Background: an optimization exercise with open tools, aiming at small area. Do not read the settings as production practice.
Where RTL was checked, it was by simulation tests only, not by an equivalence proof against the original.

Design engine_v, start of the top module:
module engine_v (
	clk,
	reset,
	ram_addr,
	ram_wdata,
	ram_we,
	ram_re,
	ram_rdata,
	spi_cs,
	spi_sck,
	spi_mosi,
	spi_miso,
	uart_txd
	);
	input         clk;
	input         reset;
	output [14:0] ram_addr;
	output  [7:0] ram_wdata;
	output        ram_we;
	output        ram_re;
	input   [7:0] ram_rdata;
	output        spi_cs;
	output        spi_sck;
	output        spi_mosi;
	input         spi_miso;
	output        uart_txd;
	wire [8:0] rom_addr;
	wire [15:0] rom_data;
	wire [15:0] maddr;
	assign ram_addr = maddr[14:0];
	MF8A18 cpu (
		.CLK		(clk),
		.RST		(reset),
		.SPI_CS		(spi_cs),
		.SPI_MISO	(spi_miso),
		.SPI_MOSI	(spi_mosi),
		.SPI_SCK	(spi_sck),
		.UART_TXD	(uart_txd),
		.maddr		(maddr),
		.mread_req	(ram_re),
		.mwdata		(ram_wdata),
		.mwrite		(ram_we),
		.ramdata	(ram_rdata),
		.rom_addr	(rom_addr),
		.rom_data	(rom_data)
	);
	ROM1K16 rom (
		.addr		(rom_addr),
		.dout		(rom_data)
	);
endmodule
For scale: roughly 40 I/O pins, about 0.015 mm² of cells after synthesis.
Settings: LEC_CHECK=0, CAP_MARGIN=20, CELL_PAD_IN_SITES_DETAIL_PLACEMENT=1, CELL_PAD_IN_SITES_GLOBAL_PLACEMENT=1, CORE_MARGIN=2, CORE_UTILIZATION=28, CTS_BUF_LIST=sky130_fd_sc_hd__clkbuf_4 sky130_fd_sc_hd__clkbuf_8, PLACE_DENSITY=0.5, SLEW_MARGIN=20, SYNTH_MEMORY_MAX_BITS=16384; clock period 10.0 ns.
standard.sh (not shown) runs the stock make flow with config.mk's settings and CLKGATE_MAP_FILE= SYNTH_SCRIPT=/design/flow/synth_recipe.tcl, a recipe that flattens the netlist after the stock synthesis.
==> flow/flow/run.sh <==
#!/bin/bash
# Layout flow: the standard synthesis, then the combinational logic between
# the registers is re-mapped for area with ABC (registers, their cells and
# names are kept as the standard synthesis made them), then the standard
# layout from floorplan to finish.  Each tool writes its own log here.
set -euo pipefail
W=$(pwd)
R=$W/orfs/results/sky130hd/engine_v/base
LIB=$FLOW_HOME/platforms/sky130hd/lib/sky130_fd_sc_hd__tt_025C_1v80.lib

# 1. standard synthesis
bash standard.sh synth > $W/std_synth.log 2>&1
cp $R/1_2_yosys.v $W/1_2_yosys_std.v

# 2. re-map the combinational cells for area
python3 flow/genmap.py $LIB > $W/cellmap.v 2> $W/genmap.log
DU=$(sed -n '/DONT_USE_CELLS += /,/^$/p' $FLOW_HOME/platforms/sky130hd/config.mk | grep -o 'sky130_fd_sc_hd__[a-z0-9_]*' | sed 's/^/-dont_use /' | tr '\n' ' ')
cat > $W/post_opt.ys <<EOS
read_liberty -lib $LIB
read_verilog $W/1_2_yosys_std.v
hierarchy -top engine_v
techmap -map $W/cellmap.v
techmap
opt -purge
abc -liberty $LIB $DU -script $W/flow/opt.script
opt_clean -purge
hilomap -singleton -hicell sky130_fd_sc_hd__conb_1 HI -locell sky130_fd_sc_hd__conb_1 LO
splitnets
opt_clean -purge
stat -liberty $LIB
write_verilog -noattr -nohex -nodec $W/1_2_yosys_opt.v
EOS
yosys -s $W/post_opt.ys > $W/post_opt.log 2>&1
cp $W/1_2_yosys_opt.v $R/1_2_yosys.v
rm -f $R/1_synth.odb $R/1_synth.sdc

# 3. standard layout from the re-mapped netlist
bash standard.sh finish > $W/std_layout.log 2>&1
Other scripts of this flow, unchanged in this note and not shown: flow/flow/genmap.py, flow/flow/opt.script
The baseline ran to the end with no violations.
Then changed:
Settings changed: CELL_PAD_IN_SITES_GLOBAL_PLACEMENT 1 to 2, CORE_UTILIZATION 28 to 25, CTS_BUF_LIST sky130_fd_sc_hd__clkbuf_4 sky130_fd_sc_hd__clkbuf_8 to default, GPL_TIMING_DRIVEN from default to 0, PLACE_DENSITY 0.5 to 0.45.
The changed run reached the layout checks and failed them: setup timing. Routed wire length shrinks by about 8%. Clock-buffer cell count stays the same. Worst hold slack stays flat. Setup slack degrades by 0.40 ns. Register-to-register slack degrades by 0.43 ns. Final cell count shrinks by 4.7%. Via count shrinks by about 10%. Die area grows by 12%. First-iteration DRC count shrinks by 25%.
Then changed:
Settings changed: SETUP_SLACK_MARGIN from default to 0.3.
The new run produced a clean layout.
Maximum frequency rises by 4.3%.
Core utilization rises by 0.87 points.
Non-clock buffer count rises by 19.
Global-route usage rises by 0.37 points.
Wire length rises by 1.4%.
Cell count rises by 0.46%.
First-iteration DRC count falls by 6.2%.
Hold slack hardly moves.
Count of clock-buffer cells in the layout rises by 1.

Another version of the RTL of engine_v (not shown whole).
For scale: about 2200 cells after synthesis, ~40 I/O pins, roughly 18000 µm² of cells after synthesis.
## engine_v
module engine_v (
	clk,
	reset,
	ram_addr,
	ram_wdata,
	ram_we,
	ram_re,
	ram_rdata,
	spi_cs,
	spi_sck,
	spi_mosi,
	spi_miso,
	uart_txd
	);
export LEC_CHECK = 0
export CAP_MARGIN = 20
export CORE_MARGIN = 2
export CORE_UTILIZATION = 50
export PLACE_DENSITY = 0.65
export SLEW_MARGIN = 20
export SYNTH_MEMORY_MAX_BITS = 16384
create_clock -name core_clock -period 10.0 [get_ports {clk}]
==> flow/flow/genmap.py <==
# generate a yosys techmap file turning sky130hd combinational cells into generic logic
import re, sys
lib=open(sys.argv[1]).read()
out=[]
for m in re.finditer(r'\n\s*cell\s*\(\s*"?([\w]+)"?\s*\)\s*\{', lib):
    name=m.group(1)
    # extract cell body by brace matching
    i=m.end(); depth=1
    while depth:
        c=lib[i]
        if c=='{': depth+=1
        elif c=='}': depth-=1
        i+=1
    body=lib[m.end():i]
    if re.search(r'\b(ff|latch|statetable)\s*\(', body): continue
    if 'dont_use : true' in body: continue
    pins=[]
    for pm in re.finditer(r'\n\s*pin\s*\(\s*"?(\w+)"?\s*\)\s*\{', body):
        j=pm.end(); d=1
        while d:
            c=body[j]
            if c=='{': d+=1
            elif c=='}': d-=1
            j+=1
        pb=body[pm.end():j]
        dm=re.search(r'direction\s*:\s*"?(\w+)"?',pb)
        fm=re.search(r'\bfunction\s*:\s*"([^"]*)"',pb)
        pins.append((pm.group(1), dm.group(1) if dm else None, fm.group(1) if fm else None))
    outs=[p for p in pins if p[1]=='output']
    ins=[p for p in pins if p[1]=='input']
    if not outs or any(p[2] is None for p in outs): continue
    if any(p[1] not in ('input','output') for p in pins): continue
    def conv(f):
        f=f.replace('!','~').replace('+','|').replace('*','&')
        f=re.sub(r"(\w+)'", r"(~\1)", f)
        # implicit AND by whitespace between operands
        f=re.sub(r'([\w\)])\s+(?=[\w\(~])', r'\1 & ', f)
        return f
    ports=[p[0] for p in ins]+[p[0] for p in outs]
    s='module %s(%s);\n'%(name, ', '.join(ports))
    for p in ins: s+='  input %s;\n'%p[0]
    for p in outs: s+='  output %s;\n  assign %s = %s;\n'%(p[0],p[0],conv(p[2]))
    s+='endmodule\n'
    out.append((name,s))
print('\n'.join(s for n,s in out))
sys.stderr.write('%d cells\n'%len(out))
==> flow/flow/opt.script <==
strash
&get -n
&st
&dch
&nf -R 1000
&put
topo
Scripts as last shown in full above: flow/flow/run.sh
The starting point died in global routing (GRT-0116).
Edit:
Settings changed: CORE_UTILIZATION 50 to 40, PLACE_DENSITY 0.65 to unset.
Outcome: The changed run never finished: it broke off in global routing with GRT-0116. Area after synthesis is unchanged. Synthesized cell count does not change.
No run of this note included a check of the RTL's function; only the layout flow was run.

## v37
Another version of the RTL of engine_v (not shown whole).
For scale: roughly 2000 cells after synthesis, about 40 I/O pins, roughly 15000 um^2 of cells after synthesis.
Settings: LEC_CHECK=0, CAP_MARGIN=20, CELL_PAD_IN_SITES_DETAIL_PLACEMENT=1, CELL_PAD_IN_SITES_GLOBAL_PLACEMENT=2, CORE_MARGIN=2, CORE_UTILIZATION=25, CTS_BUF_LIST=sky130_fd_sc_hd__clkbuf_8, GPL_TIMING_DRIVEN=0, PLACE_DENSITY=0.45, SETUP_SLACK_MARGIN=0.1, SLEW_MARGIN=20, SYNTH_MEMORY_MAX_BITS=16384; clock period 10.0 ns.
==> flow/flow/opt.script <==
strash
&get -n
&st
&deepsyn -T 120
&dch
&nf -R 1000
&put
topo
Scripts as last shown in full above: flow/flow/run.sh, flow/flow/genmap.py
> inputs changed (v37 -> v10)
# v37
export LEC_CHECK = 0
export CAP_MARGIN = 20
export CELL_PAD_IN_SITES_DETAIL_PLACEMENT = 1
export CELL_PAD_IN_SITES_GLOBAL_PLACEMENT = 2
export CORE_MARGIN = 2
export CORE_UTILIZATION = 25
export CTS_BUF_LIST = sky130_fd_sc_hd__clkbuf_8
export GPL_TIMING_DRIVEN = 0
export PLACE_DENSITY = 0.45
export SETUP_SLACK_MARGIN = 0.1
export SLEW_MARGIN = 20
export SYNTH_MEMORY_MAX_BITS = 16384
create_clock -name core_clock -period 10.0 [get_ports {clk}]
# v10
export LEC_CHECK = 0
export CAP_MARGIN = 20
export CELL_PAD_IN_SITES_DETAIL_PLACEMENT = 1
export CELL_PAD_IN_SITES_GLOBAL_PLACEMENT = 2
export CORE_MARGIN = 2
export CORE_UTILIZATION = 30
export CTS_BUF_LIST = sky130_fd_sc_hd__clkbuf_8
export GPL_TIMING_DRIVEN = 0
export PLACE_DENSITY = 0.58
export SETUP_SLACK_MARGIN = 0.1
export SLEW_MARGIN = 20
export SYNTH_MEMORY_MAX_BITS = 16384
create_clock -name core_clock -period 10.0 [get_ports {clk}]
Results
- Taking v10 as 1.0, v37 lands at 0.940 on overall via count from detail_route.
- Cmp v37 and v10 / overall routed net length / lower: v10
- Reported for v37 and v10, number of antenna-violating nets in the routed design turned out identical to the last digit.
- From v10 to v37, remaining global-route overflow did not move at all.
- Wire length of the first global-routing pass: v10 vs v37 — no meaningful difference
- Compared to v37, v10 shows a narrower setup margin.
- Wire length per cell (lower): v37
- Going from v37 to v10, number of buffers other than clock buffers in the final layout shrank by a few percent.
- Number of vias per cell after detailed routing in v10 vs v37: up about 10%
[inputs] v56 vs v10
# v10
export LEC_CHECK = 0
export CAP_MARGIN = 20
export CELL_PAD_IN_SITES_DETAIL_PLACEMENT = 1
export CELL_PAD_IN_SITES_GLOBAL_PLACEMENT = 2
export CORE_MARGIN = 2
export CORE_UTILIZATION = 30
export CTS_BUF_LIST = sky130_fd_sc_hd__clkbuf_8
export GPL_TIMING_DRIVEN = 0
export PLACE_DENSITY = 0.58
export SETUP_SLACK_MARGIN = 0.1
export SLEW_MARGIN = 20
export SYNTH_MEMORY_MAX_BITS = 16384
create_clock -name core_clock -period 10.0 [get_ports {clk}]
# v56
export LEC_CHECK = 0
export CAP_MARGIN = 20
export CELL_PAD_IN_SITES_DETAIL_PLACEMENT = 1
export CELL_PAD_IN_SITES_GLOBAL_PLACEMENT = 2
export CORE_MARGIN = 2
export CORE_UTILIZATION = 25
export GPL_TIMING_DRIVEN = 0
export PLACE_DENSITY = 0.45
export SETUP_SLACK_MARGIN = 0.1
export SLEW_MARGIN = 20
export SYNTH_MEMORY_MAX_BITS = 16384
create_clock -name core_clock -period 10.0 [get_ports {clk}]
Results
v56 went all the way through synthesis, placement and routing and the layout is clean on timing, DRC and antenna. Core utilization: v56 lower than v10. v56 vs. v10: total global-route track usage decreased 8.2 points; global-route track usage on met3 decreased 15 points; first-iteration DRC count decreased 1417. Lower setup slack goes to v10 over v56. Lower longest individual stage delay on the worst path goes to v56 over v10. Of v10 and v56, the run reporting the higher tap cell count was v56. v56: instance count on the critical path lower than v10.

-- what the ideal ports hide --
In the flow no input, the clock included, has a driving cell. The finished layouts below were timed again as built, in two steps.
Step 1: set_driving_cell puts a clkbuf_16 on clk and a buf_2 on each other input, an assumption about the parent block.
Step 2, shift: input delay + t, output delay - t, t = (earliest + latest rising clock arrival at the registers) / 2. This alone moves slack from input paths to output paths.
Three values: no drivers, after step 1, after step 2; two values: the first two.
| run | t, ns | setup WS [ns] | worst setup path after step 2 |
|---|---|---|---|
| the first run of note 1 | 0.554 | 0.352 / 0.308 / 0.516 | register to register |
| the second run of note 1 | 0.512 | -0.047 / -0.101 / 0.087 | register to register |
| the third run of note 1 | 0.518 | 0.365 / 0.307 / 0.500 | register to register |
| v37 | 0.552 | 0.563 / 0.563 / 0.563 | register to register |
| v10 | 0.566 | 0.270 / 0.270 / 0.270 | register to register |
| v56 | 0.510 | 0.509 / 0.509 / 0.509 | register to register |
